Source: an optimization exercise on an open RTL-to-GDS flow (aim: small area and a short achievable clock period). Production flows keep margins and buffers that such runs may drop. Function was checked by simulation only, so behaviour that the tests miss may differ from the original. Power and IR drop assume default switching activity. No driver is modelled on the clock port, so clocking that relies on it looks cheaper here than on a real chip.

==> design/flow/design.v <==
module bcd_adder100_reg (
    input          clk,
    input  [399:0] a,
    input  [399:0] b,
    input          cin,
    output reg [399:0] sum,
    output reg         cout
);
    reg  [399:0] a_r, b_r;
    reg          cin_r;
    wire [399:0] sum_w;
    wire         cout_w;
    top_module adder (
        .a(a_r),
        .b(b_r),
        .cin(cin_r),
        .cout(cout_w),
        .sum(sum_w)
    );
    always @(posedge clk) begin
        a_r   <= a;
        b_r   <= b;
        cin_r <= cin;
        sum   <= sum_w;
        cout  <= cout_w;
    end
endmodule

module top_module(
    input [399:0] a, b,
    input cin,
    output cout,
    output [399:0] sum );
    localparam [99:0] SLOW_DIGITS = 100'h8421084210842108421084210;
    wire [100:0] c;
    assign c[0] = cin;
    genvar i;
    generate
        for (i = 0; i < 100; i = i + 1) begin : dig
            bcd_digit #(.SLOW(SLOW_DIGITS[i])) d (
                .x(a[4*i+3:4*i]),
                .y(b[4*i+3:4*i]),
                .ci(c[i]),
                .co(c[i+1]),
                .s(sum[4*i+3:4*i])
            );
        end
    endgenerate
    assign cout = c[100];
endmodule
module bcd_digit #(parameter SLOW = 0) (
    input [3:0] x, y,
    input ci,
    output co,
    output [3:0] s );
    wire k0 = (x[0] & y[0]) | (ci & (x[0] ^ y[0]));
    wire n0 = x[1] ^ y[1];
    wire h1 = x[1] & y[1];
    wire n1 = x[2] ^ y[2] ^ h1;
    wire h2 = (x[2] & y[2]) | (h1 & (x[2] ^ y[2]));
    wire n2 = x[3] ^ y[3] ^ h2;
    wire n3 = (x[3] & y[3]) | (h2 & (x[3] ^ y[3]));
    generate
        if (SLOW) begin : slow
            assign co = n3 | (n2 & (n1 | n0 | k0));
        end else begin : fast
            wire u  = (x[0] & y[0]) | n1 | n0;
            wire G  = n3 | (n2 & u);
            wire P  = n2 & (x[0] | y[0]);
            assign co = G | (P & ci);
        end
    endgenerate
    wire q1 = (n0 & k0) | (co & (n0 ^ k0));
    wire q2 = (n1 & co) | (q1 & (n1 ^ co));
    assign s[0] = x[0] ^ y[0] ^ ci;
    assign s[1] = n0 ^ k0 ^ co;
    assign s[2] = n1 ^ co ^ q1;
    assign s[3] = n2 ^ q2;
endmodule
==> design/flow/constraint.sdc <==
create_clock -name core_clock -period 200.0 [get_ports {clk}]
set_input_delay 40.0000 -clock core_clock [delete_from_list [all_inputs] [get_ports {clk}]]
set_output_delay 40.0000 -clock core_clock [all_outputs]
set_load 0.01 [all_outputs]
==> design/flow/config.mk <==
export PLATFORM = sky130hd
export DESIGN_NAME = bcd_adder100_reg
export DESIGN_NICKNAME = bcd_adder100_reg
export VERILOG_FILES = /design/flow/design.v
export SDC_FILE = /design/flow/constraint.sdc
export NUM_CORES = 4
export LEC_CHECK = 0
export ABC_AREA = 1
export CAP_MARGIN = 20
export CORE_AREA = 5 5 407 407
export CTS_BUF_LIST = sky130_fd_sc_hd__clkbuf_16
export DIE_AREA = 0 0 412 412
export SLEW_MARGIN = 20
==> design/flow/flow/gen.py <==
#!/usr/bin/env python3
"""Generate a hand-mapped sky130hd gate-level netlist of bcd_adder100_reg.

Usage: gen.py OUT.v [NSLOW]

Registers are named as the standard Yosys synthesis names them
(\\a_r[i]$_DFF_P_ ...), all sky130_fd_sc_hd__dfxtp_1.  Between them is a
ripple of 100 BCD digit cells.  Each digit computes
  n = x[3:1] + y[3:1], k0 = carry out of bit 0 (with the carry in),
  sum = {n + k0 + 3*co (mod 8), x0 ^ y0 ^ ci},
and its carry co = t > 9 in one of three ways (PATTERN, one letter per digit):
  E  carry in true, carry out inverted: nco = a21oi(P', c, G)
  O  carry in inverted, carry out true:  co = o21ai(~P', ~c, ~G)
  S  carry in true, carry out true, through k0:  co = n3 | n2&(n1|n0|k0)
with G = n3 | n2&(n1|n0|x0&y0) and P' = n2&(x0|y0).  E and O digits keep the
carry chain to one gate per digit; S digits are smaller and slower.
"""
import sys

N = 100
# SLOWN S digits spread over the chain, each after an E-O pair
SLOWN = int(sys.argv[2]) if len(sys.argv) > 2 else 30
P = 'sky130_fd_sc_hd__'
lines = []
wires = set()
cnt = {}


def pattern():
    pat = []
    # spread SLOWN "EOS" blocks among (100 - 3*SLOWN)/2 "EO" blocks
    neo = (N - 3 * SLOWN) // 2
    assert 2 * neo + 3 * SLOWN == N
    blocks = SLOWN + neo
    acc = 0
    for k in range(blocks):
        acc += SLOWN
        if acc >= blocks:
            acc -= blocks
            pat += ['E', 'O', 'S']
        else:
            pat += ['E', 'O']
    assert len(pat) == N and pat.count('S') == SLOWN
    return pat


def w(n):
    wires.add(n)
    return n


def cell(typ, name, **pins):
    cnt[typ] = cnt.get(typ, 0) + 1
    ps = ', '.join('.%s(%s)' % (k, v) for k, v in pins.items())
    lines.append('  %s%s i_%s (%s);' % (P, typ, name, ps))


def esc(n):
    return '\\' + n + ' '


def digit(i, kind, c_chain, c_true):
    """c_chain: the chain input (true for E/S, inverted for O);
    c_true: the true carry in.  Returns (chain out, true carry out)."""
    a = ['a_r[%d]' % (4 * i + j) for j in range(4)]
    b = ['b_r[%d]' % (4 * i + j) for j in range(4)]
    s = ['sw[%d]' % (4 * i + j) for j in range(4)]
    p = 'd%d_' % i
    n0, h1, n1, h2, n2, n3, k0 = [w(p + t) for t in
                                  ('n0', 'h1', 'n1', 'h2', 'n2', 'n3', 'k0')]
    cell('fa_1', p + 'fa0', A=a[0], B=b[0], CIN=c_true, SUM=s[0], COUT=k0)
    cell('ha_1', p + 'ha1', A=a[1], B=b[1], SUM=n0, COUT=h1)
    cell('fa_1', p + 'fa2', A=a[2], B=b[2], CIN=h1, SUM=n1, COUT=h2)
    cell('fa_1', p + 'fa3', A=a[3], B=b[3], CIN=h2, SUM=n2, COUT=n3)
    if kind == 'S':
        y, co = w(p + 'y'), w(p + 'co')
        cell('o31ai_1', p + 'y', A1=n1, A2=n0, A3=k0, B1=n2, Y=y)
        cell('nand2b_1', p + 'co', A_N=n3, B=y, Y=co)
        out_chain, out_true = co, co
    elif kind == 'E':
        u, g, pp, nco, co = [w(p + t) for t in ('u', 'g', 'pp', 'nco', 'co')]
        cell('a211o_1', p + 'u', A1=a[0], A2=b[0], B1=n1, C1=n0, X=u)
        cell('a21o_1', p + 'g', A1=n2, A2=u, B1=n3, X=g)
        cell('o21a_1', p + 'pp', A1=a[0], A2=b[0], B1=n2, X=pp)
        cell('a21oi_1', p + 'nco', A1=pp, A2=c_chain, B1=g, Y=nco)
        cell('inv_1', p + 'co', A=nco, Y=co)
        out_chain, out_true = nco, co
    else:
        u, ng, npp, co = [w(p + t) for t in ('u', 'ng', 'npp', 'co')]
        cell('a211o_1', p + 'u', A1=a[0], A2=b[0], B1=n1, C1=n0, X=u)
        cell('a21oi_1', p + 'ng', A1=n2, A2=u, B1=n3, Y=ng)
        cell('o21ai_0', p + 'npp', A1=a[0], A2=b[0], B1=n2, Y=npp)
        cell('o21ai_1', p + 'co', A1=npp, A2=c_chain, B1=ng, Y=co)
        out_chain, out_true = co, co
    q1, q2 = w(p + 'q1'), w(p + 'q2')
    cell('fa_1', p + 'fs1', A=n0, B=k0, CIN=out_true, SUM=s[1], COUT=q1)
    cell('fa_1', p + 'fs2', A=n1, B=q1, CIN=out_true, SUM=s[2], COUT=q2)
    cell('xor2_1', p + 's3', A=n2, B=q2, X=s[3])
    return out_chain, out_true


def main():
    out = sys.argv[1]
    pat = pattern()
    c_chain = c_true = 'cin_r'
    pol = True
    for i, kind in enumerate(pat):
        assert pol == (kind in 'ES'), (i, kind)
        c_chain, c_true = digit(i, kind, c_chain, c_true)
        if kind == 'E':
            pol = False
        elif kind == 'O':
            pol = True
    last = c_true
    ff = []
    for k in range(400):
        ff.append('  %sdfxtp_1 %s (.CLK(clk), .D(a[%d]), .Q(a_r[%d]));' % (P, esc('a_r[%d]$_DFF_P_' % k), k, k))
    for k in range(400):
        ff.append('  %sdfxtp_1 %s (.CLK(clk), .D(b[%d]), .Q(b_r[%d]));' % (P, esc('b_r[%d]$_DFF_P_' % k), k, k))
    ff.append('  %sdfxtp_1 %s (.CLK(clk), .D(cin), .Q(cin_r));' % (P, esc('cin_r$_DFF_P_')))
    for k in range(400):
        ff.append('  %sdfxtp_1 %s (.CLK(clk), .D(sw[%d]), .Q(sum[%d]));' % (P, esc('sum[%d]$_DFF_P_' % k), k, k))
    ff.append('  %sdfxtp_1 %s (.CLK(clk), .D(%s), .Q(cout));' % (P, esc('cout$_DFF_P_'), last))
    with open(out, 'w') as f:
        f.write('module bcd_adder100_reg(clk, a, b, cin, sum, cout);\n')
        f.write('  input clk;\n  input [399:0] a;\n  input [399:0] b;\n  input cin;\n'
                '  output [399:0] sum;\n  output cout;\n')
        f.write('  wire [399:0] a_r;\n  wire [399:0] b_r;\n  wire [399:0] sw;\n  wire cin_r;\n')
        for n in sorted(wires):
            f.write('  wire %s;\n' % n)
        f.write('\n'.join(ff) + '\n')
        f.write('\n'.join(lines) + '\n')
        f.write('endmodule\n')
    sys.stderr.write(''.join(pat) + '\n' + repr(cnt) + '\n')


main()
==> design/flow/flow/run.sh <==
#!/bin/bash
# Standard synthesis (for the register names), then the adder logic between
# the registers is replaced by the hand-mapped netlist from flow/gen.py (20
# slow digits, as SLOW_DIGITS in the RTL), and the standard layout runs on it
# with each digit's pins placed together around the die edge, smaller port
# buffers and a leaner clock tree.
set -euo pipefail
R=orfs/results/sky130hd/bcd_adder100_reg/base
bash standard.sh synth > synth.log 2>&1
cp $R/1_2_yosys.v std_1_2_yosys.v
python3 flow/gen.py $R/1_2_yosys.v 20 > gen.log 2>&1
rm -f $R/1_synth.odb $R/1_synth.sdc
# each digit's pins together, in digit order around the die edge
python3 flow/mkpins.py 412 $(pwd)/pins.tcl > pins.log 2>&1
bash standard.sh \
  "IO_CONSTRAINTS=$(pwd)/pins.tcl" \
  "BUFFER_PORTS_ARGS=-buffer_cell sky130_fd_sc_hd__buf_1" \
  "CTS_ARGS=-sink_clustering_enable -repair_clock_nets -buf_list sky130_fd_sc_hd__clkbuf_16 -dont_use_dummy_load -sink_clustering_size 30 -sink_clustering_max_diameter 100" \
  finish > finish.log 2>&1
==> design/flow/standard.sh <==
#!/bin/bash
# synth_recipe.tcl (not shown) runs the flow's synth.tcl, then flattens the netlist and writes it again
# the make line also repeats each setting of config.mk as NAME=value (left out here)
make -C /OpenROAD-flow-scripts/flow DESIGN_CONFIG=/design/flow/config.mk WORK_HOME=/design/flow/orfs CLKGATE_MAP_FILE= SYNTH_SCRIPT=/design/flow/synth_recipe.tcl "${@:-finish}"
==> design/flow/flow/mkpins.py <==
#!/usr/bin/env python3
"""Write place_pin commands that put each digit's pins together, in digit
order, around the die edge (bottom left->right, right bottom->top, top
right->left, left top->bottom).  Usage: mkpins.py DIE_SIZE OUT.tcl"""
import sys
D = float(sys.argv[1])
out = sys.argv[2]
M = 8.0            # keep clear of the corners
pins = ['cin']
for i in range(100):
    pins += ['a[%d]' % (4 * i + j) for j in range(4)]
    pins += ['b[%d]' % (4 * i + j) for j in range(4)]
    pins += ['sum[%d]' % (4 * i + j) for j in range(4)]
pins += ['cout']
# the clock in the middle of the bottom edge
pins.insert(len(pins) // 8, 'clk')
n = len(pins)
# pins per edge: the met3 (left/right) edges at two tracks (1.36 um) apart
nside = int((D - 2 * M) / 1.36) - 4
nbt = (n - 2 * nside + 1) // 2
counts = [nbt, nside, n - 2 * nside - nbt, nside]
lines = []
k = 0
for edge, cnt in enumerate(counts):
    L = D - 2 * M
    for j in range(cnt):
        t = (j + 0.5) * L / cnt
        p = pins[k]
        k += 1
        if edge == 0:
            x, y, layer = M + t, 0, 'met2'
        elif edge == 1:
            x, y, layer = D, M + t, 'met3'
        elif edge == 2:
            x, y, layer = D - M - t, D, 'met2'
        else:
            x, y, layer = 0, D - M - t, 'met3'
        if layer == 'met2':
            x = round((x - 0.23) / 0.46) * 0.46 + 0.23
        else:
            y = round((y - 0.34) / 0.68) * 0.68 + 0.34
        lines.append('place_pin -pin_name {%s} -layer %s -location {%.3f %.3f} -force_to_die_boundary' % (p, layer, x, y))
assert k == n
open(out, 'w').write('\n'.join(lines) + '\n')
==> summary.txt, run 1 <==
- The run finished with no timing, DRC or antenna violations.
- In this run the tightest slew margin relative to its limit is 68.5%.
- The startpoint of the most critical hold path is b_r[156].
- The detailed-placement wirelength estimate is 72.6 mm.
- The final layout net count is 4954.
- For this run the aggregate overflow at the end of global routing stands at 0.
- The global-route wire length before repair is 132 mm.
- In this run the worst path has a maximum fanout of 1.
- STA classifies the critical path endpoint as a primary output.
- In this run the horizontal extent of the chip is 412 µm.
- The clock period could shrink to 41.22 ns.
- After clock tree synthesis, the setup repair step added 0 buffers.
- For this configuration, the core starts out at a cell density of 24.1%.
- The clock slew at the register clock pins of the worst setup and hold paths is 0.11 ns.
- In the final routed layout, each cell accounts on average for 15.2 µm.
- In this run the worst setup path begins at sum[290].
- Relative to the synthesized area, the layout overhead comes to 21.7%.
- The via count is 21000.
- The number of nets in the synthesized netlist is 3704.
- Across every metal layer, demand over resource in global routing totals 9.80%.
- After routing, the total negative slack on setup checks comes to 0 ns.
- In this run the static leakage power is 17.7 nW.
- For this run, the top clock speed supported by timing is 0.0243 GHz.
- After floorplanning, the core was divided into 147 placement rows.
- The number of failing hold endpoints at the final stage is 0.
- 0 I/O pins were placed.
- The sequential share of power is 56.4%.
- The die extent in y is 412 µm.
- For the pin with the worst max-slew slack, the measured transition is 0.469 ns.
- The layout cell share with drive strength beyond 1 is 1.30%.
- The detailed router's first-iteration violation count is 899.
- The final worst-path cycle share is 20.6%.
- The initial antenna violation count is 21.
- For this run, the slowest stage of the critical path takes 0.38 ns.
- The clock share of power is 20.8%.
- The type of the most critical hold path is flop to flop.
- The deepest clock path buffer count is 3.
- The average instance in the mapped netlist occupies 16.8 µm².
- After detailed routing, the number of vias per cell comes to 3.67.
- For this run, design rule violations remaining after detail routing come to 0.
- Max-cap violations in this run came to 0.
- The library cell used as clock root buffer is clkbuf_16.
- The number of gates resized after cts is 0.
- The design draws 0.530 mW.
- In this run, post-CTS hold repair placed 0 buffers.
- Setup repair after global routing left no endpoint under its margin.
- The slowest library cell on the worst path is dfxtp_1.
- The number of buffers and inverters on the critical path is 1.
- The die covers 0.170 mm².
- Net switching is 29.6% of the power.
- Data on the critical path is required at its endpoint by 160.00 ns.
- Measured on the finished design, the core utilization comes to 29.4%.
- Input and output buffers added on the ports amount to 1202.
- The number of max-slew violations in the final report came to 0.
- Broken down by cell family, the worst path's largest delay share belongs to flip-flops.
- In this run the power spent charging and discharging nets is 0.157 mW.
- The instance area after placement is 0.0459 mm².
- The critical path start-end classification is flop to primary output.
- The source of the worst register-to-register timing path is a_r[1].
- The first detailed-routing pass ran for 6 iterations.
- The core region is 0.161 mm².
- For the final database, setup skew stands at 0.0378 ns.
- The later pin in the worst-skew pair is clocked with a latency of 0.64 ns.
- The total power density per cell area is 11.2 mW/mm².
- The combinational cell fraction of total power is 22.8%.
- Entering global routing, the biggest net connects 31 pins.
- The post-synthesis instance total is 2302.
- Routability-driven placement finished with a final weighted congestion of 0.802.
- The critical path goes through buf_1.
- The total number of clock tree sinks is 1202.
- The worst-case IR drop observed on VDD is 9.77 µV.
- The kind of launch point of the worst setup path is a flop.
- The H-tree was split into 2 levels.
- The via count of the first global-routing pass is 23800.
- TritonCTS built the clock tree.
- The number of setup violations in the final report is 0.
- The internal portion of total power is 0.373 mW.
- In this run, CTS created clock tree buffers numbering 46.
- The cell area after synthesis is 0.0387 mm².
- The post-route antenna net violation count is 0.
- Summed over all layers, the routed wires come to 87.2 mm.
- The worst hold-check slack is 0.525 ns.
- The total of warnings raised by yosys is 1.
- The data arrival time of the worst path is 1.22 ns.
- The post-route cell area is 0.0471 mm².
## metal layers
| metal | part of all wire, % | track usage [%] |
|---|---|---|
| met1 | 40 | 11.9 |
| met2 | 49 | 16.8 |
| met3 | 8.5 | 2.77 |
| met4 | 2.6 | 3.22 |
| met5 | 0.13 | 0 |
## layout make-up
type	instances	area [µm²]
clock buffer	46	1150
fill	16300	113000
sequential	1202	24100
inverter	40	150
tap	2160	2700
multi-input combinational	1060	14500
timing repair buffer	1202	4510
antenna	15	37.5
## registers in the layout (all words and copies together), names as in the netlist
register	flops
a_r	400
b_r	400
cin_r	1
cout	1
sum	400
## placed cells by master, fill, tap and decap left out
cell,count
o21ai_1,40
clkbuf_16,46
buf_1,1202
xor2_1,100
o21ai_0,40
diode_2,15
o21a_1,40
inv_1,40
nand2b_1,20
a21oi_1,80
o31ai_1,20
dfxtp_1,1202
fa_1,500
a211o_1,80
a21o_1,40
ha_1,100
## power by group through the flow
stage | Clock (mW) | Combinational, mW | Sequential [mW]
after floorplan | 0 | 0.0482 | 0.320
after global placement | 0 | 0.123 | 0.303
after detailed placement | 0 | 0.122 | 0.304
after CTS | 0.116 | 0.124 | 0.299
after global routing | 0.124 | 0.136 | 0.303
final | 0.110 | 0.121 | 0.299
## worst paths after layout
check	end	slack [ns]	cells after the start
worst max-delay path	sum[290]	158.78	1
worst min-delay path	sum[156]	0.53	1
worst max register to register	sum[399]	162.23	147
worst min register to register	sum[156]	0.53	1
## through the flow
stage                     worst slack [ns]  cells
final                               158.78   5725
after global routing                158.66   5721
after CTS                           158.68   5710
after detailed placement            159.45   5664
after global placement              159.44   5664
after floorplan                     159.67   2302
==> run 2, diff against run 1 <==
--- a/design/flow/design.v
+++ b/design/flow/design.v
@@ -31,7 +31,7 @@
     input cin,
     output cout,
     output [399:0] sum );
-    localparam [99:0] SLOW_DIGITS = 100'h8421084210842108421084210;
+    localparam [99:0] SLOW_DIGITS = 100'h9084242109084212108484210;
     wire [100:0] c;
     assign c[0] = cin;
     genvar i;
==> design/flow/flow/run.sh (replaced) <==
#!/bin/bash
# Standard synthesis (for the register names), then the adder logic between
# the registers is replaced by the hand-mapped netlist from flow/gen.py (22
# slow digits, as SLOW_DIGITS in the RTL), and the standard layout runs on it
# with each digit's pins placed together around the die edge, smaller port
# buffers and a leaner clock tree.
set -euo pipefail
R=orfs/results/sky130hd/bcd_adder100_reg/base
bash standard.sh synth > synth.log 2>&1
cp $R/1_2_yosys.v std_1_2_yosys.v
python3 flow/gen.py $R/1_2_yosys.v 22 > gen.log 2>&1
rm -f $R/1_synth.odb $R/1_synth.sdc
# each digit's pins together, in digit order around the die edge
python3 flow/mkpins.py 440 $(pwd)/pins.tcl > pins.log 2>&1
bash standard.sh \
  "IO_CONSTRAINTS=$(pwd)/pins.tcl" \
  "BUFFER_PORTS_ARGS=-buffer_cell sky130_fd_sc_hd__buf_1" \
  "CTS_ARGS=-sink_clustering_enable -repair_clock_nets -buf_list sky130_fd_sc_hd__clkbuf_16 -dont_use_dummy_load -sink_clustering_size 32 -sink_clustering_max_diameter 140" \
  finish > finish.log 2>&1
--- a/design/flow/config.mk
+++ b/design/flow/config.mk
@@ -7,7 +7,7 @@
 export LEC_CHECK = 0
 export ABC_AREA = 1
 export CAP_MARGIN = 20
-export CORE_AREA = 5 5 407 407
+export CORE_AREA = 5 5 435 435
 export CTS_BUF_LIST = sky130_fd_sc_hd__clkbuf_16
-export DIE_AREA = 0 0 412 412
+export DIE_AREA = 0 0 440 440
 export SLEW_MARGIN = 20
==> summary.txt, run 2 <==
- After routing, the total negative slack on setup checks comes to 0 ns.
- The routed design has 82.9 mm of wire.
- The remaining global-route overflow is 0.
- Setup violations remaining at the end of the flow were counted as 0.
- The kind of launch point of the worst setup path is a flop.
- The via count of the first global-routing pass is 23400.
- In the layout the commonest cells are dfxtp_1, buf_1, fa_1, ha_1, xor2_1.
- The final instance count without filler cells is 6010.
- The final worst-path cycle share is 20.6%.
- TritonCTS built the clock tree.
- The combinational cell fraction of total power is 22.6%.
- The achievable frequency is 0.0243 GHz.
- The signal on the critical path passes through buf_1.
- The later pin in the worst-skew pair is clocked with a latency of 0.66 ns.
- In this run the worst path has a maximum fanout of 1.
- Summing all multi-input logic gate instances after layout gives 0.0145 mm².
- The worst path in the final design needs a cycle of 41.21 ns, including I/O delays and setup.
- The internal portion of total power is 0.370 mW.
- The number of top-level pins is 0.
- The type of the most critical hold path is flop to flop.
- After synthesis, the mean cell area works out to 16.8 µm².
- The tightest slew margin relative to the limit is 69.4%.
- Routability-driven placement finished with a final weighted congestion of 0.798.
- The number of search-and-repair iterations in the first detailed-routing pass is 5.
- The initial utilization of the core area, before any placement, comes to 21.1%.
- In the final routed layout, each cell accounts on average for 13.8 µm.
- After detailed placement, the design holds a cell count of 5963.
- For the pin with the worst max-slew slack, the measured transition is 0.456 ns.
- The total area inside the core boundary comes to 0.183 mm².
- The layout has 19200 filler cells.
- The run finished with no timing, DRC or antenna violations.
- The combined flip-flop and latch cell area is 0.0241 mm².
- In the global route stage, overall resource usage came out at 8.05%.
- The delay of the slowest cell on the worst path is 0.37 ns.
- The critical path endpoint category is a primary output.
- In the routed layout, each cell is associated on average with a via count of 3.48.
- The floorplan step set the die height to 440 µm.
- At the worst endpoint, the required time is 160.00 ns.
- The clock passes through at most 3 buffers.
- The number of buffers added by the clock tree synthesis step is 43.
- The largest registers in the layout are a_r x400, b_r x400, sum x400.
- In this run, post-CTS repair resized a total of 0 instances.
- The clock slew at the register clock pins of the worst setup and hold paths is 0.11 ns.
- The full die area is 0.194 mm².
- In this run switching power makes up 29.5% of total power.
- The number of buffers and inverters on the critical path is 1.
- Measured along the x axis, the die boundary spans 440 µm.
- The post-route antenna net violation count is 0.
- The final layout net count is 4946.
- The library cell used as clock root buffer is clkbuf_16.
- The data arrival time of the worst path is 1.21 ns.
- After synthesis the cells add up to 0.0387 mm².
- Max-cap violations in this run came to 0.
- The switching power of the nets is 0.155 mW.
- In this run, flip-flops and latches consume 56.9% of the power.
- The slowest stage of the critical path is the dfxtp_1 cell.
- The DRC violation count after routing is 0.
- Detailed placement finished with a half-perimeter wire length of 68.8 mm.
- The number of failing hold endpoints at the final stage is 0.
- The buffers inserted during post-CTS setup optimization is 0.
- The number of buffers inserted by hold repair at cts is 0.
- The floorplan has 157 rows.
- The total number of clock tree sinks is 1202.
- The global-route wire length before repair is 125 mm.
- The clock share of power is 20.4%.
- The first routing iteration left 443 violations.
- Setup repair after global routing left no endpoint under its margin.
- The number of nets handed over by synthesis was 3699.
- The initial antenna violation count is 8.
- The number of max-slew violations in the final report is 0.
- The total power density per cell area is 11.1 mW/mm².
- Entering global routing, the biggest net connects 33 pins.
- The via count is 20900.
- The count of input and output buffers is 1202.
- The cell count after synthesis came out at 2297.
- The area growth from synthesis to layout is 22.4%.
- CTS built an H-tree with a depth of 2.
- For this run, the number of Yosys warnings is 1.
- The kind of cell adding the most delay to the critical path is flip-flops.
- In this run the static leakage power is 17.7 nW.
- The worst-case vdd ir drop is 9.23 µV.
- For the final database, setup skew stands at 0.0501 ns.
- The critical path start-end classification is flop to primary output.
- The layout cell share with drive strength beyond 1 is 1.21%.
run 2: power groups by stage:
| stage | clock network (mW) | logic, mW | registers (mW) |
|---|---|---|---|
| 2_1_floorplan | 0 | 0.0480 | 0.319 |
| 3_5_place_dp | 0 | 0.120 | 0.304 |
| 6_report | 0.107 | 0.119 | 0.299 |
| 4_1_cts | 0.113 | 0.122 | 0.299 |
| 3_3_place_gp | 0 | 0.121 | 0.303 |
| 5_1_grt | 0.121 | 0.134 | 0.303 |
run 2: layer usage:
metal	routed length [µm]	vias up	track usage, %
met5	81	-	0
met4	2080	12	2.63
met2	38700	738	13.1
met1	34200	10100	10.1
li1	-	9926	-
met3	7860	97	2.61
run 2: layout make-up:
cell class | count | share of cell area (%)
flip-flops and latches | 1202 | 50.8
diodes | 4 | 0.0211
repair buffers | 1202 | 9.52
multi-input cells | 1056 | 30.6
clock buffers | 43 | 2.27
inverters | 39 | 0.309
well taps | 2464 | 6.51
run 2: per-stage QoR:
stage | instance area, µm² | worst slack [ns] | total power, mW | hold slack, ns | util [%]
2_1_floorplan | 38700 | 159.67 | 0.368 | 0.488 | -
5_1_grt | 47400 | 157.26 | 0.558 | 0.555 | 25.8
6_report | 47400 | 158.79 | 0.525 | 0.526 | 25.8
3_3_place_gp | 46300 | 159.46 | 0.424 | 0.498 | 25.2
3_5_place_dp | 46300 | 159.47 | 0.424 | 0.496 | 25.2
4_1_cts | 47400 | 158.67 | 0.534 | 0.534 | 25.8
run 2: final timing paths:
kind              slack (ns)     start  depth (start not counted)        to
setup / recovery      158.79  sum[285]                          1  sum[285]
hold / removal          0.53   b_r[36]                          1   sum[36]
setup reg to reg      161.28    a_r[1]                        151  sum[399]
hold reg to reg         0.53   b_r[36]                          1   sum[36]
==> run 3, diff against run 2 <==
--- a/design/flow/flow/run.sh
+++ b/design/flow/flow/run.sh
@@ -11,7 +11,7 @@
 python3 flow/gen.py $R/1_2_yosys.v 22 > gen.log 2>&1
 rm -f $R/1_synth.odb $R/1_synth.sdc
 # each digit's pins together, in digit order around the die edge
-python3 flow/mkpins.py 440 $(pwd)/pins.tcl > pins.log 2>&1
+python3 flow/mkpins.py 412 $(pwd)/pins.tcl > pins.log 2>&1
 bash standard.sh \
   "IO_CONSTRAINTS=$(pwd)/pins.tcl" \
   "BUFFER_PORTS_ARGS=-buffer_cell sky130_fd_sc_hd__buf_1" \
--- a/design/flow/config.mk
+++ b/design/flow/config.mk
@@ -7,7 +7,7 @@
 export LEC_CHECK = 0
 export ABC_AREA = 1
 export CAP_MARGIN = 20
-export CORE_AREA = 5 5 435 435
+export CORE_AREA = 5 5 407 407
 export CTS_BUF_LIST = sky130_fd_sc_hd__clkbuf_16
-export DIE_AREA = 0 0 440 440
+export DIE_AREA = 0 0 412 412
 export SLEW_MARGIN = 20
==> summary.txt, run 3 <==
- The run finished with no timing, DRC or antenna violations.
- In the layout the commonest cells are dfxtp_1, buf_1, fa_1, ha_1, xor2_1.
- The tightest slew margin relative to the limit is 69.4%.
- The area growth from synthesis to layout is 21.5%.
- The amount of wire on met2 after detailed routing is 42.3 mm.
- On the worst path, the slowest cell contributes a delay of 0.37 ns.
- The placement-stage worst setup slack is 159.47 ns.
- The data arrival time of the worst path is 1.21 ns.
- The critical path goes through buf_1.
- Dividing the detail-routed wire length by the instance count gives 15.1 µm.
- The peak fanout along the critical path is 1.
- For this run, the total global-route usage over all layers was measured as 9.65%.
- The minimum setup slack in the final design is 158.79 ns.
- The capture endpoint of the worst hold path is sum[108].
- In the finished design, the share of the clock period the worst path needs comes to 20.6%.
- The met1 layer wirelength in the final routing is 34.3 mm.
- For this design the static power due to leakage is 17.7 nW.
- The total power density per cell area is 11.2 mW/mm².
- The total number of clock tree sinks is 1202.
- The congestion estimate from routability-driven global placement came to 0.810.
- The length in cells of the worst reg-to-reg path is 151.
- After floorplanning, the core was sized to cover 0.161 mm².
- Synthesis handed over a netlist of 2297 instances.
- Wires add up to 86.4 mm.
- Power comes to 0.526 mW.
- The actual slew at the worst max-slew pin is 0.455 ns.
- Input and output buffers added on the ports amount to 1202.
- For this run the aggregate overflow at the end of global routing stands at 0.
- TritonCTS built the clock tree.
- The number of buffers added by the clock tree synthesis step is 43.
- Excluding fillers, the count of instances in the completed layout stands at 5709.
- The post-route antenna net violation count is 0.
- The first global-routing pass estimated 130 mm of wire.
- Detailed routing placed a total of 7.67 mm of wire on met3.
- The number of max-cap violations is 0.
- The register-to-register setup slack is 161.01 ns.
- In this run the critical register-to-register path is captured at sum[399].
- The via count of the first global-routing pass is 23600.
- The placed instance count is 5659.
- The full die area is 0.170 mm².
- Across the routed clock network, the largest skew measured is 0.0405 ns.
- The startpoint identified for the worst hold timing path is b_r[108].
- The worst-case IR drop observed on VDD is 9.60 µV.
- Counting instances, the worst hold path has a depth of 1.
- The minimum clock period is 41.21 ns.
- 0 I/O pins were placed.
- Summed over all nets, the half-perimeter wirelength after detailed placement is 72.3 mm.
- Across all hold checks on the routed design, the worst slack comes to 0.519 ns.
- Of the cells placed in the final design, the portion with a size suffix greater than 1 is 1.21%.
- The number of gates resized after cts is 0.
- Based on the critical path, the design can be clocked at up to 0.0243 GHz.
- The worst path required time is 160.00 ns.
- The initial antenna violation count is 9.
- The DRC violation count after routing is 0.
- The final layout net count is 4946.
- The tightest min-delay check is of the flop to flop type.
- The maximum number of pins on one net before global-route repair is 33.
- The clock latency reported for the late side of the worst-skew pair is 0.64 ns.
- Setup total negative slack on the finished layout was measured at 0 ns.
- For this design, the CTS-stage hold fixing added 0 buffers.
- The number of failing hold endpoints at the final stage was 0.
- The number of buffers and inverters on the critical path is 1.
- The number of H-tree branching levels is 2.
- The number of standard-cell rows in the floorplan is 147.
- The number of search-and-repair iterations in the first detailed-routing pass is 4.
- The detailed router's first-iteration violation count is 717.
- Grouping stages by cell kind, the critical path spends the most delay in flip-flops.
- The die boundary width is 412 µm.
- STA classifies the critical path startpoint as a flop.
- Setup violations remaining at the end of the flow were counted as 0.
- The largest registers in the layout are a_r x400, b_r x400, sum x400.
- Summing every instance area after synthesis gives 0.0387 mm².
- The number of setup buffers added after CTS is 0.
- The die extent in y is 412 µm.
- The clock passes through at most 3 buffers.
- On the critical path, the stage with the largest delay is an instance of dfxtp_1.
- The initial standard-cell utilization of the core is 24.1%.
- A synthesized cell averages 16.8 µm².
- When the netlist entered floorplanning its net count stood at 3699.
- Across all layers, the routed design uses 20900 vias.
- The critical path endpoint category is a primary output.
- After detailed routing, the number of vias per cell comes to 3.67.
- The highest metal layer carrying signal wires in the routed design is met5.
- The number of max-slew violations in the final report is 0.
- In this run the number of cells on the critical path is 1.
- Setup repair after global routing left no endpoint under its margin.
- The total of warnings raised by yosys is 1.
- The critical path is of the flop to primary output type.
- The clock slew at the register clock pins of the worst setup and hold paths is 0.11 ns.
- The source of the worst register-to-register timing path is a_r[1].
- CTS placed an instance of clkbuf_16 at the clock tree root.
[run 3: layout make-up]
class	instances	area [µm²]
diodes	7	17.5
fillers	16300	114000
well taps	2160	2700
clock buffers	43	1080
repair buffers	1202	4510
multi-input cells	1056	14500
inverters	39	146
flip-flops and latches	1202	24100
[run 3: worst reg2reg max path, delay by kind of cell, from the launching register on]
kind | cells | cell delay, ns
DFF | 1 | 0.32
adders and majority gates | 27 | 12.06
xor gates and xnor gates | 1 | 0.15
AOI/OAI and AO/OA | 101 | 22.21
and+or+nand+nor | 22 | 4.18
[run 3: metal layers]
layer	vias to the layer above	global-route usage, %
met5	-	0
met4	16	2.90
li1	9932	-
met3	106	2.85
met1	10200	11.7
met2	707	16.6
[run 3: how the worst max path moves through the flow]
stage          startpoint        to  slack, ns
2_1_floorplan        cout      cout     159.67
3_3_place_gp     sum[390]  sum[390]     159.46
3_5_place_dp       sum[9]    sum[9]     159.47
4_1_cts            sum[8]    sum[8]     158.69
5_1_grt            a_r[1]  sum[399]     157.15
6_report           sum[9]    sum[9]     158.79
[run 3: metrics by stage]
| stage | utilization [%] | cell area (µm²) |
|---|---|---|
| 2_1_floorplan | - | 38700 |
| 4_1_cts | 29.3 | 47000 |
| 3_5_place_dp | 28.6 | 45900 |
| 3_3_place_gp | 28.6 | 45900 |
| 5_1_grt | 29.3 | 47000 |
| 6_report | 29.3 | 47000 |
[run 3: power breakdown]
part / leakage (nW) / switching (mW) / total [mW] / internal, mW
clock network: 0.530 / 0.0681 / 0.107 / 0.0391
registers: 10.1 / 0.0158 / 0.298 / 0.283
logic: 6.99 / 0.0717 / 0.120 / 0.0485
==> run 4, diff against run 3 <==
--- a/design/flow/flow/mkpins.py
+++ b/design/flow/flow/mkpins.py
@@ -8,9 +8,8 @@
 M = 8.0            # keep clear of the corners
 pins = ['cin']
 for i in range(100):
-    pins += ['a[%d]' % (4 * i + j) for j in range(4)]
-    pins += ['b[%d]' % (4 * i + j) for j in range(4)]
-    pins += ['sum[%d]' % (4 * i + j) for j in range(4)]
+    for j in range(4):
+        pins += ['a[%d]' % (4 * i + j), 'b[%d]' % (4 * i + j), 'sum[%d]' % (4 * i + j)]
 pins += ['cout']
 # the clock in the middle of the bottom edge
 pins.insert(len(pins) // 8, 'clk')
==> summary.txt, run 4 <==
- The flow ran to the end and the layout has no timing, DRC or antenna violations.
- The initial utilization of the core area, before any placement, comes to 24.1%.
- The synthesized netlist net count is 3699.
- The die extent in y is 412 µm.
- The via count of the first global-routing pass is 23500.
- Max-cap violations in this run came to 0.
- The static leakage is 17.7 nW.
- The minimum clock period is 41.21 ns.
- Synthesis produced a netlist whose cell count is 2297.
- Across all register-to-register paths, the minimum setup slack is 161.03 ns.
- The number of standard-cell rows in the floorplan is 147.
- In the layout the commonest cells are dfxtp_1, buf_1, fa_1, ha_1, xor2_1.
- The detailed-placement wirelength estimate is 71.7 mm.
- With fillers left out, the area of the finished cells amounts to 0.0470 mm².
- The detailed router finished its first iteration with 757 violations.
- The tree is rooted in a clkbuf_16.
- The placed instances occupy a cell area of 0.0459 mm².
- The clock passes through at most 3 buffers.
- Using the TritonRoute via totals, the vias-per-cell ratio works out to 3.65.
- After detailed routing, the number of remaining DRC violations is 0.
- Relative to the synthesized area, the layout overhead comes to 21.5%.
- Setup repair after global routing left no endpoint under its margin.
- The maximum number of pins on one net before global-route repair is 33.
- Along the worst path, the maximum fanout reaches 1.
- The full die area is 0.170 mm².
- Summing over every cut layer, the via total after detailed routing is 20900.
- The H-tree was split into 2 levels.
- The global-route wire length before repair is 130 mm.
- In the final layout, the registers with the most flip-flops are a_r x400, b_r x400, sum x400.
- The layout cell share with drive strength beyond 1 is 1.21%.
- Data on the critical path is required at its endpoint by 160.00 ns.
- The delay of the slowest cell on the worst path is 0.39 ns.
- The kind of launch point of the worst setup path is a flop.
- The final critical path takes up 20.6% of the cycle.
- The remaining global-route overflow is 0.
- The number of max-slew violations in the final report came to 0.
- The achievable frequency is 0.0243 GHz.
- The number of gates resized after cts is 0.
- The final total negative setup slack is 0 ns.
- In the final routed layout, each cell accounts on average for 15.1 µm.
- The length in cells of the worst reg-to-reg path is 151.
- For this design the ratio of total power to cell area is 11.2 mW/mm².
- The worst hold-check slack is 0.516 ns.
- The largest individual stage delay along the critical path comes from the cell dfxtp_1.
- Clock-pin slew was measured on the worst setup and hold paths at 0.12 ns.
- The placeable core area is 0.161 mm².
- Summing every instance area after synthesis gives 0.0387 mm².
- The buffers inserted during post-CTS setup optimization is 0.
- The first TritonRoute pass finished after 5 iterations.
- The average size of a mapped cell is 16.8 µm².
- The count of input and output buffers is 1202.
- On the final layout, the worst clock skew is 0.0583 ns.
- The die boundary width is 412 µm.
- The total of warnings raised by yosys is 1.
- The number of top-level pins is 0.
- The congestion estimate from routability-driven global placement came to 0.789.
- The worst-case vdd ir drop is 9.56 µV.
- STA classifies the critical path endpoint as a primary output.
- The number of failing hold endpoints at the final stage came to 0.
- The number of buffers and inverters on the critical path is 1.
- The clock latency reported for the late side of the worst-skew pair is 0.64 ns.
- The initial antenna violation count is 17.
- The data arrival time of the worst path is 1.21 ns.
- The worst reg2reg path endpoint is sum[399].
- Walking the worst path, the cells encountered are buf_1.
- The tightest slew margin relative to the limit is 68.2%.
- The capture endpoint of the worst hold path is sum[324].
- In this run the most critical hold path is launched from b_r[324].
- The tightest min-delay check is of the flop to flop type.
- The kind of cell adding the most delay to the critical path is flip-flops.
- At the end of the flow, the number of nets in the layout was 4946.
- The number of setup violations in the final report is 0.
- The post-route antenna net violation count is 0.
- For the pin with the worst max-slew slack, the measured transition is 0.473 ns.
- The total global-route track usage is 9.67%.
- The routed design has 86.1 mm of wire.
- Counting the buffers created by CTS gives 43.
- In this run the critical register-to-register path is launched from a_r[1].
- The tree built by TritonCTS fans out to 1202 sinks.
- TritonCTS built the clock tree.
- The number of buffers inserted by hold repair at cts is 0.
- The critical path start-end classification is flop to primary output.
- The depth of the worst hold-timing path is 1.
- The final standard cell utilization of the core is 29.3%.
==> run 4: report_power, final <==
group          leakage (nW)  internal (mW)  switching, mW  total (mW)
Sequential             10.1          0.283         0.0160       0.299
Combinational          6.99         0.0483         0.0718       0.120
Clock                 0.530         0.0390         0.0674       0.106
==> run 4: metal layers <==
metal  track usage [%]  share of wire, %
met4              3.20               2.7
met3              2.50               8.1
met1              11.9                40
met2              16.5                49
met5                 0              0.10
==> run 4: worst max path at each step <==
stage                          end  depth (start not counted)  slack, ns     from
after CTS                  sum[12]                          1     158.69  sum[12]
after global placement     sum[12]                          1     159.45  sum[12]
after detailed placement   sum[12]                          1     159.46  sum[12]
after floorplan               cout                          0     159.67     cout
after global routing      sum[399]                        151     157.22   a_r[1]
final                      sum[12]                          1     158.79  sum[12]
==> run 4: stage by stage <==
stage / setup slack (ns) / power [mW] / instances
final: 158.79 / 0.525 / 5715
after floorplan: 159.67 / 0.368 / 2297
after global routing: 157.22 / 0.558 / 5708
after global placement: 159.45 / 0.426 / 5659
after detailed placement: 159.46 / 0.425 / 5659
after CTS: 158.69 / 0.534 / 5702
==> run 4: layout make-up <==
| class | count | area (µm²) |
|---|---|---|
| diodes | 13 | 32.5 |
| clock buffers | 43 | 1080 |
| fillers | 16400 | 114000 |
| inverters | 39 | 146 |
| multi-input cells | 1056 | 14500 |
| flip-flops and latches | 1202 | 24100 |
| well taps | 2160 | 2700 |
| repair buffers | 1202 | 4510 |

[re-timing with driven ports]
How much do the figures lean on ideal ports? The routed layouts below were timed once more, with nothing changed but the port constraints.
Step 1: set_driving_cell puts a clkbuf_16 on clk and a buf_2 on each other input, an assumption about the parent block.
Step 2 times the ports against the registers' clock, not the clock port: input delays grow and output delays shrink by t, the midpoint of the rising clock arrivals with the driver on.
a / b / c = ideal ports / drivers / drivers and shift; a / b = the first two.
run	t (ns)	slack for setup (ns)	worst setup path after step 2
run 1	0.671	158.781 / 158.730 / 159.401	register to output
run 2	0.690	158.788 / 158.736 / 159.425	register to output
run 3	0.668	158.791 / 158.740 / 159.408	register to output
run 4	0.664	158.794 / 158.741 / 159.405	register to output
After both steps setup and hold are still met in every run listed.
